What follows belongs to an exercise in optimizing a design on an open flow for small area; a production flow would make more cautious choices.
At most, simulation tests tie the RTL to the original design; equivalence was not proved.
No activity file was given, so power comes from the tool's default toggle rates.

Design all_mod, start of the top module:
module all_mod(
input clk, rst, wr, rd,
input rx,
input [2:0] addr,
input [7:0] din,
output tx,
output [7:0] dout
    );
 csr_t       csr;
 wire baud_pulse;
 wire tx_dec, tx_cap;
 wire rx_fend;
 wire [7:0] tx_fifo_out;
 wire tx_fifo_push;
 wire tx_fifo_empty;
 wire tx_sreg_empty;
 wire r_oe, r_pe, r_fe, r_bi;
 wire rx_fifo_push, rx_fifo_pop;
 wire rx_fifo_empty;
 wire [7:0] rx_out;
 wire [7:0] rx_fifo_out;
 wire [3:0] rx_fifo_threshold;
 wire tx_rst, rx_rst;
regs_uart uart_regs_inst (
    .clk (clk),
    .rst (rst),
    .wr_i (wr),
    .rd_i (rd),
    .rx_fifo_empty_i (rx_fifo_empty),
    .rx_oe (r_oe),
    .rx_pe (r_pe),
    .rx_fe (r_fe),
    .rx_bi (r_bi),
    .tx_fifo_empty_i (tx_fifo_empty),
    .tx_sreg_empty_i (tx_sreg_empty),
    .addr_i (addr),
    .din_i (din),
    .tx_push_o (tx_fifo_push),
    .rx_pop_o (rx_fifo_pop),
    .baud_out (baud_pulse),
    .tx_rst (tx_rst),
    .rx_rst (rx_rst),
  ...
clock: 10.0 ns
lec_check: 0
cap_margin: 20
core_margin: 2
core_utilization: 65
cts_buf_list: sky130_fd_sc_hd__clkbuf_8
cts_cluster_diameter: 80
cts_cluster_size: 16
slew_margin: 20
run.sh (not shown) runs the stock make flow with config.mk's settings and CLKGATE_MAP_FILE= SYNTH_SCRIPT=/design/flow/synth_recipe.tcl, a recipe that flattens the netlist after the stock synthesis.
The baseline finished clean.
Rerun with:
--- a/flow/config.mk
+++ b/flow/config.mk
@@ -8,5 +8,5 @@
 export CAP_MARGIN = 20
 export CORE_MARGIN = 2
-export CORE_UTILIZATION = 65
+export CORE_UTILIZATION = 80
 export CTS_BUF_LIST = sky130_fd_sc_hd__clkbuf_8
 export CTS_CLUSTER_DIAMETER = 80
- global-route usage goes up by 7.1 points
- die area goes down by 18%
- non-clock buffer count goes down by 2
- register-to-register slack loses 0.19 ns
- hold slack gains 0.0077 ns
- setup slack loses 0.10 ns
- combinational power goes up by about 4%
- final area goes down by 0.67%

========
Another version of the RTL of all_mod (not shown whole).
export LEC_CHECK = 0
export CAP_MARGIN = 20
export CORE_MARGIN = 2
export CORE_UTILIZATION = 84
export CTS_BUF_LIST = sky130_fd_sc_hd__clkbuf_8
export CTS_CLUSTER_DIAMETER = 80
export CTS_CLUSTER_SIZE = 16
export SLEW_MARGIN = 20
create_clock -name core_clock -period 10.0 [get_ports {clk}]
standard.sh (not shown) runs the stock make flow with config.mk's settings and CLKGATE_MAP_FILE= SYNTH_SCRIPT=/design/flow/synth_recipe.tcl, a recipe that flattens the netlist after the stock synthesis.
==> flow/flow/run.sh <==
#!/bin/bash
# The standard layout, with the smallest buffer as the port buffer that
# global placement puts on every input and output, and small buffers in the
# upper levels of the clock tree.
set -euo pipefail
export BUFFER_PORTS_ARGS="-buffer_cell sky130_fd_sc_hd__buf_1"
export CTS_ARGS="-sink_clustering_enable -repair_clock_nets -sink_clustering_size 16 -sink_clustering_max_diameter 80 -buf_list sky130_fd_sc_hd__clkbuf_8 -sink_clustering_buffer sky130_fd_sc_hd__clkbuf_8 -root_buf sky130_fd_sc_hd__clkbuf_4 -tree_buf sky130_fd_sc_hd__clkbuf_4"
bash standard.sh > standard.log 2>&1
The starting point aborted during detailed placement (DPL-0033).
Next try:
CORE_UTILIZATION = 80   (was 84)
Result: This time the run finished clean. Synthesized cell count does not change. Area after synthesis stays the same.

========
build 41:
Another version of the RTL of all_mod (not shown whole).
Size in the first run: ~390 flip-flops, about 25 I/O pins, ~15000 um2 of cells after synthesis.
Settings: LEC_CHECK=0, CAP_MARGIN=20, CORE_MARGIN=2, CORE_UTILIZATION=80, CTS_BUF_LIST=sky130_fd_sc_hd__clkbuf_8 sky130_fd_sc_hd__clkbuf_16, CTS_CLUSTER_DIAMETER=70, CTS_CLUSTER_SIZE=20, SLEW_MARGIN=20; clock period 10.0 ns.
run.sh (not shown) runs the stock make flow with config.mk's settings and CLKGATE_MAP_FILE= SYNTH_SCRIPT=/design/flow/synth_recipe.tcl, a recipe that flattens the netlist after the stock synthesis.
Stock flow here: none of the scripts above is used.
Changes in build 67 relative to build 41:
# build 41
export LEC_CHECK = 0
export CAP_MARGIN = 20
export CORE_MARGIN = 2
export CORE_UTILIZATION = 80
export CTS_BUF_LIST = sky130_fd_sc_hd__clkbuf_8 sky130_fd_sc_hd__clkbuf_16
export CTS_CLUSTER_DIAMETER = 70
export CTS_CLUSTER_SIZE = 20
export SLEW_MARGIN = 20
create_clock -name core_clock -period 10.0 [get_ports {clk}]
# build 67
export LEC_CHECK = 0
export CAP_MARGIN = 20
export CORE_MARGIN = 2
export CORE_UTILIZATION = 80
export CTS_BUF_LIST = sky130_fd_sc_hd__clkbuf_8
export CTS_CLUSTER_DIAMETER = 80
export CTS_CLUSTER_SIZE = 16
export SLEW_MARGIN = 20
create_clock -name core_clock -period 10.0 [get_ports {clk}]
Build 67: PASS, flow complete, no timing, DRC or antenna violations
Comparing build 67 and build 41, the higher portion of the clock cycle consumed by the worst path in the final layout is on build 41.
Diff build 41 -> build 67: hold slack shrank by 3.8 ps, final standard cell area without fillers shrank by 1.0%.
## Diff of input files: build 43 against build 67
# build 67
export LEC_CHECK = 0
export CAP_MARGIN = 20
export CORE_MARGIN = 2
export CORE_UTILIZATION = 80
export CTS_BUF_LIST = sky130_fd_sc_hd__clkbuf_8
export CTS_CLUSTER_DIAMETER = 80
export CTS_CLUSTER_SIZE = 16
export SLEW_MARGIN = 20
create_clock -name core_clock -period 10.0 [get_ports {clk}]
# build 43
export LEC_CHECK = 0
export CAP_MARGIN = 20
export CORE_MARGIN = 2
export CORE_UTILIZATION = 80
export CTS_BUF_LIST = sky130_fd_sc_hd__clkbuf_16
export CTS_CLUSTER_DIAMETER = 80
export CTS_CLUSTER_SIZE = 30
export SLEW_MARGIN = 20
create_clock -name core_clock -period 10.0 [get_ports {clk}]
==> run summary <==
Compared with build 67, in build 43 maximum clock frequency fell by 4.8%, clock buffer count fell by 12.
Per the comparison of build 43 with build 67, count of max-cap constraint violations comparable, sequential cell count level, core footprint about even, minimum clock period after layout shows an increase of 250 ps.
The wire length of build 43 is higher than that of build 67.
Wire length of the first global-routing pass: build 67 and build 43 compared, higher one is build 43
In the tables for build 67 and build 43, area growth from synthesis to layout reads higher with build 67.
Across both runs, total power was higher for build 43 than for build 67.
| share of final-layout standard cells stronger than drive strength 1 | build 43 vs build 67 | 1.1 points lower |
Edits applied to the flow inputs when going from build 43 to build 85:
# build 43
export LEC_CHECK = 0
export CAP_MARGIN = 20
export CORE_MARGIN = 2
export CORE_UTILIZATION = 80
export CTS_BUF_LIST = sky130_fd_sc_hd__clkbuf_16
export CTS_CLUSTER_DIAMETER = 80
export CTS_CLUSTER_SIZE = 30
export SLEW_MARGIN = 20
create_clock -name core_clock -period 10.0 [get_ports {clk}]
# build 85
export LEC_CHECK = 0
export CAP_MARGIN = 20
export CORE_MARGIN = 2
export CORE_UTILIZATION = 80
export CTS_BUF_LIST = sky130_fd_sc_hd__clkbuf_8
export CTS_CLUSTER_DIAMETER = 80
export CTS_CLUSTER_SIZE = 16
export SLEW_MARGIN = 20
create_clock -name core_clock -period 10.0 [get_ports {clk}]
==> flow/flow/run.sh (new file) <==
#!/bin/bash
# The standard layout, with the smallest buffer as the port buffer that
# global placement puts on every input and output, and small buffers in the
# upper levels of the clock tree.
set -euo pipefail
export BUFFER_PORTS_ARGS="-buffer_cell sky130_fd_sc_hd__buf_1"
export CTS_ARGS="-sink_clustering_enable -repair_clock_nets -sink_clustering_size 16 -sink_clustering_max_diameter 80 -buf_list sky130_fd_sc_hd__clkbuf_8 -sink_clustering_buffer sky130_fd_sc_hd__clkbuf_8 -root_buf sky130_fd_sc_hd__clkbuf_4 -tree_buf sky130_fd_sc_hd__clkbuf_4"
export RECOVER_POWER=100
bash standard.sh > standard.log 2>&1
==> flow/standard.sh (new file) <==
#!/bin/bash
# synth_recipe.tcl (not shown) runs the flow's synth.tcl, then flattens the netlist and writes it again
# the make line also repeats each setting of config.mk as NAME=value (left out here)
make -C /OpenROAD-flow-scripts/flow DESIGN_CONFIG=/design/flow/config.mk WORK_HOME=/design/flow/orfs CLKGATE_MAP_FILE= SYNTH_SCRIPT=/design/flow/synth_recipe.tcl "${@:-finish}"
removed: flow/run.sh
### Flow results
Build 85 vs build 43 — setup slack after layout dropped 140 ps. Although it ran to completion, build 85 produced a layout that fails the final checks because of capacitance limit, slew limit. Compared with build 43, detailed route wirelength on metal3 in build 85 increased by more than 10%. Build 85 ends up with a post-place setup slack that is 280 ps higher than in build 43. Met3 usage in build 85 vs build 43: up 2.4 points. More vias were needed by build 43 than by build 85. Relative area change from synthesis to final layout: build 85 and build 43 compared, lower one is build 85. The combinational cell fraction of total power reported for build 85 is smaller than that of build 43 by 0.5 points. Changes observed in build 85 relative to build 43: routed wire length now sits lower; post-layout total power went down 2.3%. Diff build 85..build 43 | number of nets still failing antenna checks after routing | unchanged.
Edits applied to the flow inputs when going from build 85 to build 50:
==> flow/flow/run.sh <==
#!/bin/bash
# The standard layout, with the smallest buffer as the port buffer that
# global placement puts on every input and output.
set -euo pipefail
export BUFFER_PORTS_ARGS="-buffer_cell sky130_fd_sc_hd__buf_1"
bash standard.sh > standard.log 2>&1
==> comparison <==
Build 50 closes out successfully: all stages finished, all timing, DRC and antenna checks passed. Build 85 -> build 50: number of antenna-violating nets in the routed design delta 0, exact match. Post-synth design cell area essentially unchanged between build 85 and build 50. First-pass iteration count of the detailed router ends up higher on build 50. The estimated power of build 50 ends up higher than the estimate for build 85. Final area (build 50 over build 85): increase, 85 um2.

========
all_mod, a different RTL version from the one above (not shown whole).
For scale: ~25 I/O pins.
export LEC_CHECK = 0
export ABC_AREA = 1
export CAP_MARGIN = 20
export CORE_MARGIN = 2
export CORE_UTILIZATION = 65
export CTS_BUF_LIST = sky130_fd_sc_hd__clkbuf_4
export SLEW_MARGIN = 20
create_clock -name core_clock -period 10.0 [get_ports {clk}]
Stock flow here: none of the scripts above is used.
Change:
--- a/flow/config.mk
+++ b/flow/config.mk
@@ -10,4 +10,5 @@
 export CORE_MARGIN = 2
 export CORE_UTILIZATION = 65
-export CTS_BUF_LIST = sky130_fd_sc_hd__clkbuf_4
+export CTS_BUF_LIST = sky130_fd_sc_hd__clkbuf_8
+export CTS_CLUSTER_SIZE = 30
 export SLEW_MARGIN = 20
Worst setup slack got worse by 0.20 ns.
Non-clock buffer count is unchanged.
Register-to-register slack got worse by 0.09 ns.
Worst hold slack improved by 0.0092 ns.
Critical path depth is unchanged.
Global-route usage falls by 0.18 points.
Clock skew falls by 0.025 ns.
No functional check of the RTL was part of any run of this note.

========
all_mod, a different RTL version from the one above (not shown whole).
Size: ~16,000 um2 of cells after synthesis.
==> flow/design.v (excerpt) <==
module all_mod(
input clk, rst, wr, rd,
input rx,
input [2:0] addr,
input [7:0] din,
output tx,
output [7:0] dout
    );
 csr_t       csr;
 wire baud_pulse;
 wire tx_dec, tx_cap;
 wire [7:0] tx_fifo_out;
 wire tx_fifo_push;
 wire tx_fifo_empty;
 wire tx_sreg_empty;
 wire r_oe, r_pe, r_fe, r_bi;
 wire rx_fifo_push, rx_fifo_pop;
 wire rx_fifo_empty;
 wire [7:0] rx_out;
 wire [7:0] rx_fifo_out;
 wire [3:0] rx_fifo_threshold;
 wire tx_rst, rx_rst;
regs_uart uart_regs_inst (
    .clk (clk),
    .rst (rst),
    .wr_i (wr),
    .rd_i (rd),
    .rx_fifo_empty_i (rx_fifo_empty),
    .rx_oe (r_oe),
    .rx_pe (r_pe),
    .rx_fe (r_fe),
    .rx_bi (r_bi),
    .tx_fifo_empty_i (tx_fifo_empty),
    .tx_sreg_empty_i (tx_sreg_empty),
    .addr_i (addr),
    .din_i (din),
    .tx_push_o (tx_fifo_push),
    .rx_pop_o (rx_fifo_pop),
    .baud_out (baud_pulse),
    .tx_rst (tx_rst),
    .rx_rst (rx_rst),
    .rx_fifo_threshold (rx_fifo_threshold),
    .dout_o (dout),
    .csr_o (csr),
    .rx_fifo_in(rx_fifo_out)
);
uart_tx_top uart_tx_inst (
    .clk (clk),
    .rst (rst),
    .baud_pulse (baud_pulse),
    .pen (csr.lcr.pen),
    .thre (tx_fifo_empty),
    .stb (csr.lcr.stb),
    .sticky_parity (csr.lcr.stick_parity),
    .eps (csr.lcr.eps),
    .set_break (csr.lcr.set_break),
    .cap (tx_cap),
    .din (tx_fifo_out),
    .wls (csr.lcr.wls),
    .dec (tx_dec),
    .sreg_empty (tx_sreg_empty),
    .tx (tx)
);
tx_fifo tx_fifo_inst (
    .rst (rst),
    .clk (clk),
    .en (csr.fcr.ena),
    .clr (tx_rst),
    .push_in (tx_fifo_push),
    .dec (tx_dec),
    .din (din),
    .dout (tx_fifo_out),
    .empty (tx_fifo_empty),
    .cap (tx_cap)
);
 uart_rx_top uart_rx_inst (
    .clk (clk),
    .rst (rst),
    .baud_pulse (baud_pulse),
    .rx (rx),
    .sticky_parity (csr.lcr.stick_parity),
    .eps (csr.lcr.eps),
    .pen (csr.lcr.pen),
  ...
clock: 10.0 ns
lec_check: 0
abc_area: 1
cap_margin: 20
core_margin: 2
core_utilization: 65
cts_buf_list: sky130_fd_sc_hd__clkbuf_8
cts_cluster_diameter: 100
cts_cluster_size: 20
slew_margin: 20
Then changed:
- ABC_AREA: 1 -> not set
- CTS_CLUSTER_DIAMETER: 100 -> 80
- CTS_CLUSTER_SIZE: 20 -> 16
Result:
- cell count falls by 9.7%
- via count falls by 5.9%
- clock skew barely changes
- area after synthesis falls by 0.74%
No run of this note included a check of the RTL's function; only the layout flow was run.

## separate check: timing with driven ports
In the flow no input, the clock included, has a driving cell. The finished layouts below were timed again as built, in two steps.
Step 1 sets driving cells, clkbuf_16 on the clock port and buf_2 on the other inputs (assumed; they add their load-dependent delay and slew).
Step 2 times the ports against the registers' clock, not the clock port: input delays grow and output delays shrink by t, the midpoint of the rising clock arrivals with the driver on.
Three values: ideal ports, drivers, drivers and shift; two values: the first two.
run	shift t [ns]	setup slack, ns	latest minus earliest clock arrival (ns)	worst register clock-pin slew, ns	worst data-port slew with drivers (ns)
the first run of note 1	0.615	5.015 / 5.036 / 4.421	0.026 / 0.026	0.11 / 0.11	0.07
the second run of note 1	0.623	4.914 / 4.934 / 4.311	0.022 / 0.021	0.10 / 0.10	0.07
the second run of note 2	0.758	5.774 / 5.795 / 5.037	0.022 / 0.022	0.10 / 0.10	0.07
build 41	0.564	4.959 / 4.975 / 4.411	0.019 / 0.018	0.09 / 0.09	0.04
build 67	0.607	5.106 / 5.126 / 4.520	0.055 / 0.055	0.11 / 0.11	0.04
build 43	0.548	4.860 / 4.884 / 4.336	0.021 / 0.021	0.12 / 0.12	0.04
build 85	0.764	4.722 / 4.739 / 3.974	0.036 / 0.035	0.11 / 0.11	0.06
build 50	0.613	5.417 / 5.417 / 4.803	0.035 / 0.035	0.11 / 0.11	0.06
the first run of note 4	0.752	5.636 / 5.660 / 4.908	0.051 / 0.050	0.08 / 0.08	0.04
the second run of note 4	0.643	5.441 / 5.464 / 4.821	0.021 / 0.021	0.07 / 0.07	0.04
the first run of note 5	0.599	5.584 / 5.603 / 5.003	0.021 / 0.021	0.12 / 0.12	0.03
the second run of note 5	0.610	4.979 / 4.994 / 4.384	0.024 / 0.024	0.11 / 0.11	0.03
The setup slack of build 85, which loses most, moves by +0.017 ns with the drivers and by -0.748 ns with both steps. The worst setup slack also covers recovery checks on asynchronous resets.
